This is an optimization exercise on Yosys and OpenROAD, whose aim is small area, a short achievable clock period and few clock cycles per item, not a production implementation. Only simulation tests tie the RTL to the original design; equivalence was not proved.

==> job 2111: inputs <==
==> flow/design.v <==
module sha256d_miner (
	input             clk,
	input             rst,
	input             run,
	input             wr_blk,
	input             wr_tgt,
	input             wr_nonce,
	input      [31:0] wdata,
	output reg        found,
	output reg [31:0] found_nonce
);
localparam [31:0] IV0 = 32'h6a09e667, IV1 = 32'hbb67ae85, IV2 = 32'h3c6ef372, IV3 = 32'ha54ff53a,
                  IV4 = 32'h510e527f, IV5 = 32'h9b05688c, IV6 = 32'h1f83d9ab, IV7 = 32'h5be0cd19;
localparam [31:0] CA = 32'hb97e58b5, CE = 32'h9cbf5a55;
wire [31:0] wd = {wdata[7:0], wdata[15:8], wdata[23:16], wdata[31:24]};
reg [255:0] mid;           
reg [31:0]  mrk, tim, bts;
always @(posedge clk)
	if (wr_blk) begin
		mid <= {mid[223:0], mrk};
		mrk <= tim;
		tim <= bts;
		bts <= wd;
	end
reg [255:0] q;
always @(posedge clk)
	if (wr_tgt | run)
		q <= {q[223:0], run ? q[255:224] : wd};
reg [5:0]  cyc;
reg [1:0]  vcnt;
reg [31:0] nonce;
reg [31:0] k1, k2;         
wire [5:0] cn = (rst | ~run) ? 6'd47 : cyc + 6'd1;
reg st1, i_mrk, i_tim, i_bts, i_non, i_80, i_280, ins1_en;
reg ins2_en, i2_80, i2_100, h2_63, h2_0, cmp_first, cmp_last, n_inc;
reg [7:0] csel;
always @(posedge clk) begin
	cyc <= cn;
	st1 <= cn == 6'd63;
	i_mrk <= cn == 6'd47;
	i_tim <= cn == 6'd48;
	i_bts <= cn == 6'd49;
	i_non <= cn == 6'd50;
	i_80 <= cn == 6'd51;
	i_280 <= cn == 6'd62;
	ins1_en <= (cn >= 6'd47) && (cn <= 6'd62);
	ins2_en <= cn <= 6'd7;
	i2_80 <= cn == 6'd0;
	i2_100 <= cn == 6'd7;
	h2_63 <= cn == 6'd8;
	h2_0 <= cn == 6'd9;
	cmp_first <= cn == 6'd6;
	cmp_last <= cn == 6'd9;
	n_inc <= cn == 6'd50;
	csel <= (cn >= 6'd6 && cn <= 6'd13) ? (8'd1 << (cn[2:0] - 3'd6)) : 8'd0;
	k1 <= kfun(cn + 6'd1);
	k2 <= kfun(cn - 6'd8);
	if (rst | ~run)
		vcnt <= 2'd0;
	else if (cmp_last && vcnt != 2'd2)
		vcnt <= vcnt + 2'd1;
	if (wr_nonce)
		nonce <= wd;
	else if (run && n_inc)
		nonce <= nonce + 32'd1;
end
wire [31:0] ins1 = ({32{i_mrk}} & mrk) | ({32{i_tim}} & tim) | ({32{i_bts}} & bts) |
                   ({32{i_non}} & nonce) | {i_80, 21'h0, i_280, 1'b0, i_280, 7'h0};
wire [31:0] a1, b1, c1, e1, f1, g1, an1, en1;
sha_core #(.ENG(1)) u1 (
	.clk(clk),
	.k(k1),
	.hsrc_ovr(st1), .hsrc_v(mid[255:224]), .dsrc_v(mid[127:96]),
	.ld(st1), .ld_a(mid[31:0]), .ld_b(mid[63:32]), .ld_c(mid[95:64]),
	.ld_e(mid[159:128]), .ld_f(mid[191:160]), .ld_g(mid[223:192]),
	.ld_hkw(1'b0),
	.ins_en(ins1_en), .ins_v(ins1),
	.wl(1'b0), .wl_v(256'h0), .corr(32'h0),
	.a(a1), .b(b1), .c(c1), .e(e1), .f(f1), .g(g1), .an(an1), .en(en1)
);
wire [31:0] ins2 = {i2_80, 22'h0, i2_100, 8'h0};
reg [31:0] corr;
integer j;
always @(*) begin
	corr = 32'h0;
	for (j = 0; j < 8; j = j + 1)
		corr = corr | ({32{csel[j]}} & mid[32*j +: 32]);
end
wire [31:0] a2, b2, c2, e2, f2, g2, an2, en2;
sha_core #(.ENG(2)) u2 (
	.clk(clk),
	.k(k2),
	.hsrc_ovr(h2_63 | h2_0), .hsrc_v(h2_63 ? CA : IV6), .dsrc_v(h2_63 ? CE : IV2),
	.ld(h2_0), .ld_a(32'h0), .ld_b(IV0), .ld_c(IV1), .ld_e(32'h0), .ld_f(IV4), .ld_g(IV5),
	.ld_hkw(1'b1),
	.ins_en(ins2_en), .ins_v(ins2),
	.wl(st1), .wl_v({g1, f1, e1, en1, c1, b1, a1, an1}), .corr(corr),
	.a(a2), .b(b2), .c(c2), .e(e2), .f(f2), .g(g2), .an(an2), .en(en2)
);
reg [31:0] ivh, ivl;
always @(*)
	case (cyc[1:0])
	2'd2: begin ivh = IV7; ivl = IV3; end    
	2'd3: begin ivh = IV6; ivl = IV2; end    
	2'd0: begin ivh = IV5; ivl = IV1; end    
	default: begin ivh = IV4; ivl = IV0; end  
	endcase
wire [31:0] xh = add_bk(e2, ivh);
wire [31:0] xl = add_bk(a2, ivl);
wire [31:0] th = q[223:192];
wire [31:0] tl = q[95:64];
wire lt_h = lt_tree(xh, th), eq_h = xh == th;
wire lt_l = lt_tree(xl, tl), eq_l = xl == tl;
reg  acc_lth, acc_eqh, acc_ltl, acc_eql;
wire first = cmp_first;
wire nlt_h = first ? lt_h : (acc_lth | (acc_eqh & lt_h));
wire neq_h = (first | acc_eqh) & eq_h;
wire nlt_l = first ? lt_l : (acc_ltl | (acc_eql & lt_l));
wire neq_l = (first | acc_eql) & eq_l;
wire win = nlt_h | (neq_h & (nlt_l | neq_l));
always @(posedge clk) begin
	acc_lth <= nlt_h;
	acc_eqh <= neq_h;
	acc_ltl <= nlt_l;
	acc_eql <= neq_l;
	found <= run & ~rst & cmp_last & (vcnt == 2'd2) & win;
	found_nonce <= nonce - 32'd3;
end
function [31:0] add_bk(input [31:0] x, input [31:0] y);
	reg [31:0] G, P;
	integer l, i;
	begin
		G = x & y;
		P = x ^ y;
		for (l = 0; l < 5; l = l + 1)
			for (i = (2 << l) - 1; i < 32; i = i + (2 << l)) begin
				G[i] = G[i] | (P[i] & G[i - (1 << l)]);
				P[i] = P[i] & P[i - (1 << l)];
			end
		for (l = 3; l >= 0; l = l - 1)
			for (i = (3 << l) - 1; i < 32; i = i + (2 << l)) begin
				G[i] = G[i] | (P[i] & G[i - (1 << l)]);
				P[i] = P[i] & P[i - (1 << l)];
			end
		add_bk = (x ^ y) ^ {G[30:0], 1'b0};
	end
endfunction
function lt_tree(input [31:0] x, input [31:0] t);
	reg [31:0] G, P;
	integer l, i;
	begin
		G = t & ~x;
		P = t | ~x;
		for (l = 0; l < 5; l = l + 1)
			for (i = (2 << l) - 1; i < 32; i = i + (2 << l)) begin
				G[i] = G[i] | (P[i] & G[i - (1 << l)]);
				P[i] = P[i] & P[i - (1 << l)];
			end
		lt_tree = G[31];
	end
endfunction
function [31:0] kfun(input [5:0] i);
	case (i)
	6'd0: kfun = 32'h428a2f98; 6'd1: kfun = 32'h71374491; 6'd2: kfun = 32'hb5c0fbcf; 6'd3: kfun = 32'he9b5dba5;
	6'd4: kfun = 32'h3956c25b; 6'd5: kfun = 32'h59f111f1; 6'd6: kfun = 32'h923f82a4; 6'd7: kfun = 32'hab1c5ed5;
	6'd8: kfun = 32'hd807aa98; 6'd9: kfun = 32'h12835b01; 6'd10: kfun = 32'h243185be; 6'd11: kfun = 32'h550c7dc3;
	6'd12: kfun = 32'h72be5d74; 6'd13: kfun = 32'h80deb1fe; 6'd14: kfun = 32'h9bdc06a7; 6'd15: kfun = 32'hc19bf174;
	6'd16: kfun = 32'he49b69c1; 6'd17: kfun = 32'hefbe4786; 6'd18: kfun = 32'h0fc19dc6; 6'd19: kfun = 32'h240ca1cc;
	6'd20: kfun = 32'h2de92c6f; 6'd21: kfun = 32'h4a7484aa; 6'd22: kfun = 32'h5cb0a9dc; 6'd23: kfun = 32'h76f988da;
	6'd24: kfun = 32'h983e5152; 6'd25: kfun = 32'ha831c66d; 6'd26: kfun = 32'hb00327c8; 6'd27: kfun = 32'hbf597fc7;
	6'd28: kfun = 32'hc6e00bf3; 6'd29: kfun = 32'hd5a79147; 6'd30: kfun = 32'h06ca6351; 6'd31: kfun = 32'h14292967;
	6'd32: kfun = 32'h27b70a85; 6'd33: kfun = 32'h2e1b2138; 6'd34: kfun = 32'h4d2c6dfc; 6'd35: kfun = 32'h53380d13;
	6'd36: kfun = 32'h650a7354; 6'd37: kfun = 32'h766a0abb; 6'd38: kfun = 32'h81c2c92e; 6'd39: kfun = 32'h92722c85;
	6'd40: kfun = 32'ha2bfe8a1; 6'd41: kfun = 32'ha81a664b; 6'd42: kfun = 32'hc24b8b70; 6'd43: kfun = 32'hc76c51a3;
	6'd44: kfun = 32'hd192e819; 6'd45: kfun = 32'hd6990624; 6'd46: kfun = 32'hf40e3585; 6'd47: kfun = 32'h106aa070;
	6'd48: kfun = 32'h19a4c116; 6'd49: kfun = 32'h1e376c08; 6'd50: kfun = 32'h2748774c; 6'd51: kfun = 32'h34b0bcb5;
	6'd52: kfun = 32'h391c0cb3; 6'd53: kfun = 32'h4ed8aa4a; 6'd54: kfun = 32'h5b9cca4f; 6'd55: kfun = 32'h682e6ff3;
	6'd56: kfun = 32'h748f82ee; 6'd57: kfun = 32'h78a5636f; 6'd58: kfun = 32'h84c87814; 6'd59: kfun = 32'h8cc70208;
	6'd60: kfun = 32'h90befffa; 6'd61: kfun = 32'ha4506ceb; 6'd62: kfun = 32'hbef9a3f7; default: kfun = 32'hc67178f2;
	endcase
endfunction
endmodule
module sha_core #(parameter ENG = 1) (
	input             clk,
	input      [31:0] k,          
	input             hsrc_ovr,   
	input      [31:0] hsrc_v,
	input      [31:0] dsrc_v,
	input             ld,         
	input      [31:0] ld_a, ld_b, ld_c, ld_e, ld_f, ld_g,
	input             ld_hkw,     
	input             ins_en,     
	input      [31:0] ins_v,
	input             wl,         
	input     [255:0] wl_v,
	input      [31:0] corr,       
	output reg [31:0] a, b, c, e, f, g,
	output     [31:0] an, en
);
reg [31:0] hkw, dhkw;
reg [511:0] w;    
function [31:0] add_bk(input [31:0] x, input [31:0] y);
	reg [31:0] G, P;
	integer l, i;
	begin
		G = x & y;
		P = x ^ y;
		for (l = 0; l < 5; l = l + 1)
			for (i = (2 << l) - 1; i < 32; i = i + (2 << l)) begin
				G[i] = G[i] | (P[i] & G[i - (1 << l)]);
				P[i] = P[i] & P[i - (1 << l)];
			end
		for (l = 3; l >= 0; l = l - 1)
			for (i = (3 << l) - 1; i < 32; i = i + (2 << l)) begin
				G[i] = G[i] | (P[i] & G[i - (1 << l)]);
				P[i] = P[i] & P[i - (1 << l)];
			end
		add_bk = (x ^ y) ^ {G[30:0], 1'b0};
	end
endfunction
function [31:0] rotr(input [31:0] x, input integer n);
	rotr = (x >> n) | (x << (32 - n));
endfunction
wire [31:0] s1 = rotr(e, 6) ^ rotr(e, 11) ^ rotr(e, 25);
wire [31:0] ch = (e & f) ^ (~e & g);
wire [31:0] s0 = rotr(a, 2) ^ rotr(a, 13) ^ rotr(a, 22);
wire [31:0] mj = (a & b) ^ (a & c) ^ (b & c);
wire [31:0] p1 = hkw ^ s1 ^ ch;
wire [31:0] q1 = ((hkw & s1) | (hkw & ch) | (s1 & ch)) << 1;
wire [31:0] p2 = s0 ^ mj ^ p1;
wire [31:0] q2 = ((s0 & mj) | (s0 & p1) | (mj & p1)) << 1;
wire [31:0] p3 = q1 ^ p2 ^ q2;
wire [31:0] q3 = ((q1 & p2) | (q1 & q2) | (p2 & q2)) << 1;
assign an = p3 + q3;
wire [31:0] pe = dhkw ^ s1 ^ ch;
wire [31:0] qe = ((dhkw & s1) | (dhkw & ch) | (s1 & ch)) << 1;
assign en = pe + qe;
always @(posedge clk)
	if (ld) begin
		a <= ld_hkw ? hkw : ld_a;
		b <= ld_b;
		c <= ld_c;
		e <= ld_hkw ? dhkw : ld_e;
		f <= ld_f;
		g <= ld_g;
	end else begin
		a <= an;
		b <= a;
		c <= b;
		e <= en;
		f <= e;
		g <= f;
	end
wire [31:0] hs = hsrc_ovr ? hsrc_v : g;
wire [31:0] ds = hsrc_ovr ? dsrc_v : c;
wire [31:0] w0 = w[31:0];
wire [31:0] ph = hs ^ k ^ w0;
wire [31:0] qh = ((hs & k) | (hs & w0) | (k & w0)) << 1;
wire [31:0] pd = ds ^ ph ^ qh;
wire [31:0] qd = ((ds & ph) | (ds & qh) | (ph & qh)) << 1;
always @(posedge clk) begin
	hkw <= add_bk(ph, qh);
	dhkw <= add_bk(pd, qd);
end
wire [31:0] w1 = w[63:32], w9 = w[319:288], w14 = w[479:448];
wire [31:0] g0 = rotr(w1, 7) ^ rotr(w1, 18) ^ (w1 >> 3);
wire [31:0] g1 = rotr(w14, 17) ^ rotr(w14, 19) ^ (w14 >> 10);
wire [31:0] m1 = g1 ^ w9 ^ g0;
wire [31:0] n1 = ((g1 & w9) | (g1 & g0) | (w9 & g0)) << 1;
wire [31:0] m2 = m1 ^ n1 ^ w0;
wire [31:0] n2 = ((m1 & n1) | (m1 & w0) | (n1 & w0)) << 1;
wire [31:0] wnew = ins_en ? ins_v : add_bk(m2, n2);
wire [31:0] w2c = (ENG == 2) ? add_bk(w[95:64], corr) : w[95:64];
always @(posedge clk) begin
	w[31:0] <= w[63:32];
	w[63:32] <= w2c;
	w[255:64] <= w[287:96];
	if (wl)
		w[511:256] <= wl_v;
	else
		w[511:256] <= {wnew, w[511:288]};
end
endmodule
==> flow/run.sh <==
#!/bin/bash
# synth_recipe.tcl (not shown) runs the flow's synth.tcl, then flattens the netlist and writes it again
# the make line also repeats each setting of config.mk as NAME=value (left out here)
make -C /OpenROAD-flow-scripts/flow DESIGN_CONFIG=/design/flow/config.mk WORK_HOME=/design/flow/orfs CLKGATE_MAP_FILE= SYNTH_SCRIPT=/design/flow/synth_recipe.tcl finish
==> flow/config.mk <==
export PLATFORM = sky130hd
export DESIGN_NAME = sha256d_miner
export DESIGN_NICKNAME = sha256d_miner
export VERILOG_FILES = /design/flow/design.v
export SDC_FILE = /design/flow/constraint.sdc
export NUM_CORES = 4
export LEC_CHECK = 0
export CAP_MARGIN = 20
export CORE_MARGIN = 2
export CORE_UTILIZATION = 65
export PLACE_DENSITY_LB_ADDON = 0.1
export SLEW_MARGIN = 20
==> flow/constraint.sdc <==
create_clock -name core_clock -period 12.0 [get_ports {clk}]
set_input_delay 2.4000 -clock core_clock [delete_from_list [all_inputs] [get_ports {clk}]]
set_output_delay 2.4000 -clock core_clock [all_outputs]
set_load 0.01 [all_outputs]
==> job 9977: changes against job 2111 <==
--- a/flow/design.v
+++ b/flow/design.v
@@ -31,31 +31,10 @@
 reg [31:0] nonce;
-reg [31:0] k1, k2;         
-wire [5:0] cn = (rst | ~run) ? 6'd47 : cyc + 6'd1;
-reg st1, i_mrk, i_tim, i_bts, i_non, i_80, i_280, ins1_en;
-reg ins2_en, i2_80, i2_100, h2_63, h2_0, cmp_first, cmp_last, n_inc;
-reg [7:0] csel;
-always @(posedge clk) begin
-	cyc <= cn;
-	st1 <= cn == 6'd63;
-	i_mrk <= cn == 6'd47;
-	i_tim <= cn == 6'd48;
-	i_bts <= cn == 6'd49;
-	i_non <= cn == 6'd50;
-	i_80 <= cn == 6'd51;
-	i_280 <= cn == 6'd62;
-	ins1_en <= (cn >= 6'd47) && (cn <= 6'd62);
-	ins2_en <= cn <= 6'd7;
-	i2_80 <= cn == 6'd0;
-	i2_100 <= cn == 6'd7;
-	h2_63 <= cn == 6'd8;
-	h2_0 <= cn == 6'd9;
-	cmp_first <= cn == 6'd6;
-	cmp_last <= cn == 6'd9;
-	n_inc <= cn == 6'd50;
-	csel <= (cn >= 6'd6 && cn <= 6'd13) ? (8'd1 << (cn[2:0] - 3'd6)) : 8'd0;
-	k1 <= kfun(cn + 6'd1);
-	k2 <= kfun(cn - 6'd8);
+always @(posedge clk) begin
+	if (rst | ~run)
+		cyc <= 6'd47;
+	else
+		cyc <= cyc + 6'd1;
 	if (rst | ~run)
 		vcnt <= 2'd0;
-	else if (cmp_last && vcnt != 2'd2)
+	else if (cyc == 6'd9 && vcnt != 2'd2)
 		vcnt <= vcnt + 2'd1;
@@ -63,7 +42,18 @@
 		nonce <= wd;
-	else if (run && n_inc)
+	else if (run && cyc == 6'd50)
 		nonce <= nonce + 32'd1;
 end
-wire [31:0] ins1 = ({32{i_mrk}} & mrk) | ({32{i_tim}} & tim) | ({32{i_bts}} & bts) |
-                   ({32{i_non}} & nonce) | {i_80, 21'h0, i_280, 1'b0, i_280, 7'h0};
+reg [31:0] ins1;
+always @(*)
+	case (cyc)
+	6'd47: ins1 = mrk;
+	6'd48: ins1 = tim;
+	6'd49: ins1 = bts;
+	6'd50: ins1 = nonce;
+	6'd51: ins1 = 32'h80000000;
+	6'd62: ins1 = 32'h00000280;
+	default: ins1 = 32'h0;
+	endcase
+wire ins1_en = (cyc >= 6'd47) && (cyc <= 6'd62);
+wire st1 = (cyc == 6'd63);
 wire [31:0] a1, b1, c1, e1, f1, g1, an1, en1;
@@ -71,3 +61,3 @@
 	.clk(clk),
-	.k(k1),
+	.k(kfun(cyc + 6'd1)),
 	.hsrc_ovr(st1), .hsrc_v(mid[255:224]), .dsrc_v(mid[127:96]),
@@ -80,10 +70,16 @@
 );
-wire [31:0] ins2 = {i2_80, 22'h0, i2_100, 8'h0};
-reg [31:0] corr;
-integer j;
-always @(*) begin
-	corr = 32'h0;
-	for (j = 0; j < 8; j = j + 1)
-		corr = corr | ({32{csel[j]}} & mid[32*j +: 32]);
-end
+wire [5:0] h2 = cyc - 6'd9;
+reg [31:0] ins2;
+always @(*)
+	case (h2)
+	6'd55: ins2 = 32'h80000000;
+	6'd62: ins2 = 32'h00000100;
+	default: ins2 = 32'h0;
+	endcase
+wire ins2_en = (h2 >= 6'd55) && (h2 <= 6'd62);
+wire [2:0] cj = cyc[2:0] - 3'd6;
+wire corr_en = (cyc >= 6'd6) && (cyc <= 6'd13);
+wire [31:0] corr = corr_en ? mid[32*cj +: 32] : 32'h0;
+wire h2_63 = (h2 == 6'd63);
+wire h2_0 = (h2 == 6'd0);
 wire [31:0] a2, b2, c2, e2, f2, g2, an2, en2;
@@ -91,3 +87,3 @@
 	.clk(clk),
-	.k(k2),
+	.k(kfun(h2 + 6'd1)),
 	.hsrc_ovr(h2_63 | h2_0), .hsrc_v(h2_63 ? CA : IV6), .dsrc_v(h2_63 ? CE : IV2),
@@ -107,10 +103,10 @@
 	endcase
-wire [31:0] xh = add_bk(e2, ivh);
-wire [31:0] xl = add_bk(a2, ivl);
+wire [31:0] xh = e2 + ivh;
+wire [31:0] xl = a2 + ivl;
 wire [31:0] th = q[223:192];
 wire [31:0] tl = q[95:64];
-wire lt_h = lt_tree(xh, th), eq_h = xh == th;
-wire lt_l = lt_tree(xl, tl), eq_l = xl == tl;
+wire lt_h = xh < th, eq_h = xh == th;
+wire lt_l = xl < tl, eq_l = xl == tl;
 reg  acc_lth, acc_eqh, acc_ltl, acc_eql;
-wire first = cmp_first;
+wire first = (cyc == 6'd6);
 wire nlt_h = first ? lt_h : (acc_lth | (acc_eqh & lt_h));
@@ -125,38 +121,5 @@
 	acc_eql <= neq_l;
-	found <= run & ~rst & cmp_last & (vcnt == 2'd2) & win;
+	found <= run & ~rst & (cyc == 6'd9) & (vcnt == 2'd2) & win;
 	found_nonce <= nonce - 32'd3;
 end
-function [31:0] add_bk(input [31:0] x, input [31:0] y);
-	reg [31:0] G, P;
-	integer l, i;
-	begin
-		G = x & y;
-		P = x ^ y;
-		for (l = 0; l < 5; l = l + 1)
-			for (i = (2 << l) - 1; i < 32; i = i + (2 << l)) begin
-				G[i] = G[i] | (P[i] & G[i - (1 << l)]);
-				P[i] = P[i] & P[i - (1 << l)];
-			end
-		for (l = 3; l >= 0; l = l - 1)
-			for (i = (3 << l) - 1; i < 32; i = i + (2 << l)) begin
-				G[i] = G[i] | (P[i] & G[i - (1 << l)]);
-				P[i] = P[i] & P[i - (1 << l)];
-			end
-		add_bk = (x ^ y) ^ {G[30:0], 1'b0};
-	end
-endfunction
-function lt_tree(input [31:0] x, input [31:0] t);
-	reg [31:0] G, P;
-	integer l, i;
-	begin
-		G = t & ~x;
-		P = t | ~x;
-		for (l = 0; l < 5; l = l + 1)
-			for (i = (2 << l) - 1; i < 32; i = i + (2 << l)) begin
-				G[i] = G[i] | (P[i] & G[i - (1 << l)]);
-				P[i] = P[i] & P[i - (1 << l)];
-			end
-		lt_tree = G[31];
-	end
-endfunction
 function [31:0] kfun(input [5:0] i);
@@ -201,21 +164,2 @@
 reg [511:0] w;    
-function [31:0] add_bk(input [31:0] x, input [31:0] y);
-	reg [31:0] G, P;
-	integer l, i;
-	begin
-		G = x & y;
-		P = x ^ y;
-		for (l = 0; l < 5; l = l + 1)
-			for (i = (2 << l) - 1; i < 32; i = i + (2 << l)) begin
-				G[i] = G[i] | (P[i] & G[i - (1 << l)]);
-				P[i] = P[i] & P[i - (1 << l)];
-			end
-		for (l = 3; l >= 0; l = l - 1)
-			for (i = (3 << l) - 1; i < 32; i = i + (2 << l)) begin
-				G[i] = G[i] | (P[i] & G[i - (1 << l)]);
-				P[i] = P[i] & P[i - (1 << l)];
-			end
-		add_bk = (x ^ y) ^ {G[30:0], 1'b0};
-	end
-endfunction
 function [31:0] rotr(input [31:0] x, input integer n);
@@ -261,4 +205,4 @@
 always @(posedge clk) begin
-	hkw <= add_bk(ph, qh);
-	dhkw <= add_bk(pd, qd);
+	hkw <= ph + qh;
+	dhkw <= pd + qd;
 end
@@ -271,4 +215,4 @@
 wire [31:0] n2 = ((m1 & n1) | (m1 & w0) | (n1 & w0)) << 1;
-wire [31:0] wnew = ins_en ? ins_v : add_bk(m2, n2);
-wire [31:0] w2c = (ENG == 2) ? add_bk(w[95:64], corr) : w[95:64];
+wire [31:0] wnew = ins_en ? ins_v : (m2 + n2);
+wire [31:0] w2c = (ENG == 2) ? (w[95:64] + corr) : w[95:64];
 always @(posedge clk) begin
Settings changed: CORE_UTILIZATION 65 to 40, PLACE_DENSITY_LB_ADDON 0.1 to default.
==> qor summary <==
metric                                                                              job 2111                  job 9977
Run status                                                           complete, no violations   complete, no violations
Fraction of layout cells with a size suffix above 1                                    0.112                    0.0638
Multi-input combinational area share                                                   0.425                     0.437
Clock latency of the later-clocked register in the worst-skew pair                   0.90 ns                   0.93 ns
Global placement routability congestion                                                 1.05                     0.988
Final worst path period need                                                         7.36 ns                   8.93 ns
DP Worst Slack                                                                       4.42 ns                   3.25 ns
Global-route track usage on met2                                                       0.648                     0.405
Die height                                                                            414 µm                    524 µm
Upper clock frequency limit                                                          136 MHz                   112 MHz
Seq/Total Area, Yosys                                                                  0.482                     0.470
Leading cell type in the layout, fill and taps excluded             sky130_fd_sc_hd__dfxtp_1  sky130_fd_sc_hd__nand2_1
Fill count                                                                             11100                     25100
Total length of routed wires                                                          369 mm                    372 mm
Slowest cell delay on critical path                                                  0.78 ns                   0.81 ns
Highest-delay cell along the critical path                            sky130_fd_sc_hd__buf_4   sky130_fd_sc_hd__xor2_1
Detailed Place HPWL                                                                   272 mm                    290 mm
Tapcell count                                                                           2204                      3552
Fin util                                                                               0.718                     0.448
Detailed Routing Iterations Pass 1                                                         9                         6
Beginning of the worst register-to-register path                                 st1$_DFF_P_         cyc[1]$_SDFF_PP1_
Fraction of standard cell area that is sequential                                      0.439                     0.423
Testbench counts of job 2111, summed over its fixed seeds: cycles 117,704, items 1,790.
Testbench counts of job 9977, summed over its fixed seeds: cycles 117,704, items 1,790.

==> static timing again, ports no longer ideal <==
How much do the figures lean on ideal ports? The routed layouts below were timed once more, with nothing changed but the port constraints.
Step 1 (the two cells are an assumption about what drives the block):
set clk [get_ports {clk}]
set_driving_cell -lib_cell sky130_fd_sc_hd__clkbuf_16 $clk
set_driving_cell -lib_cell sky130_fd_sc_hd__buf_2 [delete_from_list [all_inputs] $clk]
Step 2, shift: input delay + t, output delay - t, t = (earliest + latest rising clock arrival at the registers) / 2. This alone moves slack from input paths to output paths.
Slacks: no drivers / after step 1 / after step 2; pairs: no drivers / after step 1.
| run | t, ns | setup slack, ns | clock arrival spread, ns |
|---|---|---|---|
| job 2111 | 0.951 | 4.635 / 4.635 / 4.242 | 0.092 / 0.093 |
| job 9977 | 0.971 | 3.066 / 3.066 / 3.066 | 0.108 / 0.108 |
After both steps every run listed still meets setup and hold. For job 2111, which loses most, drivers alone change the setup slack by 0.000 ns; drivers and shift together by -0.393 ns.
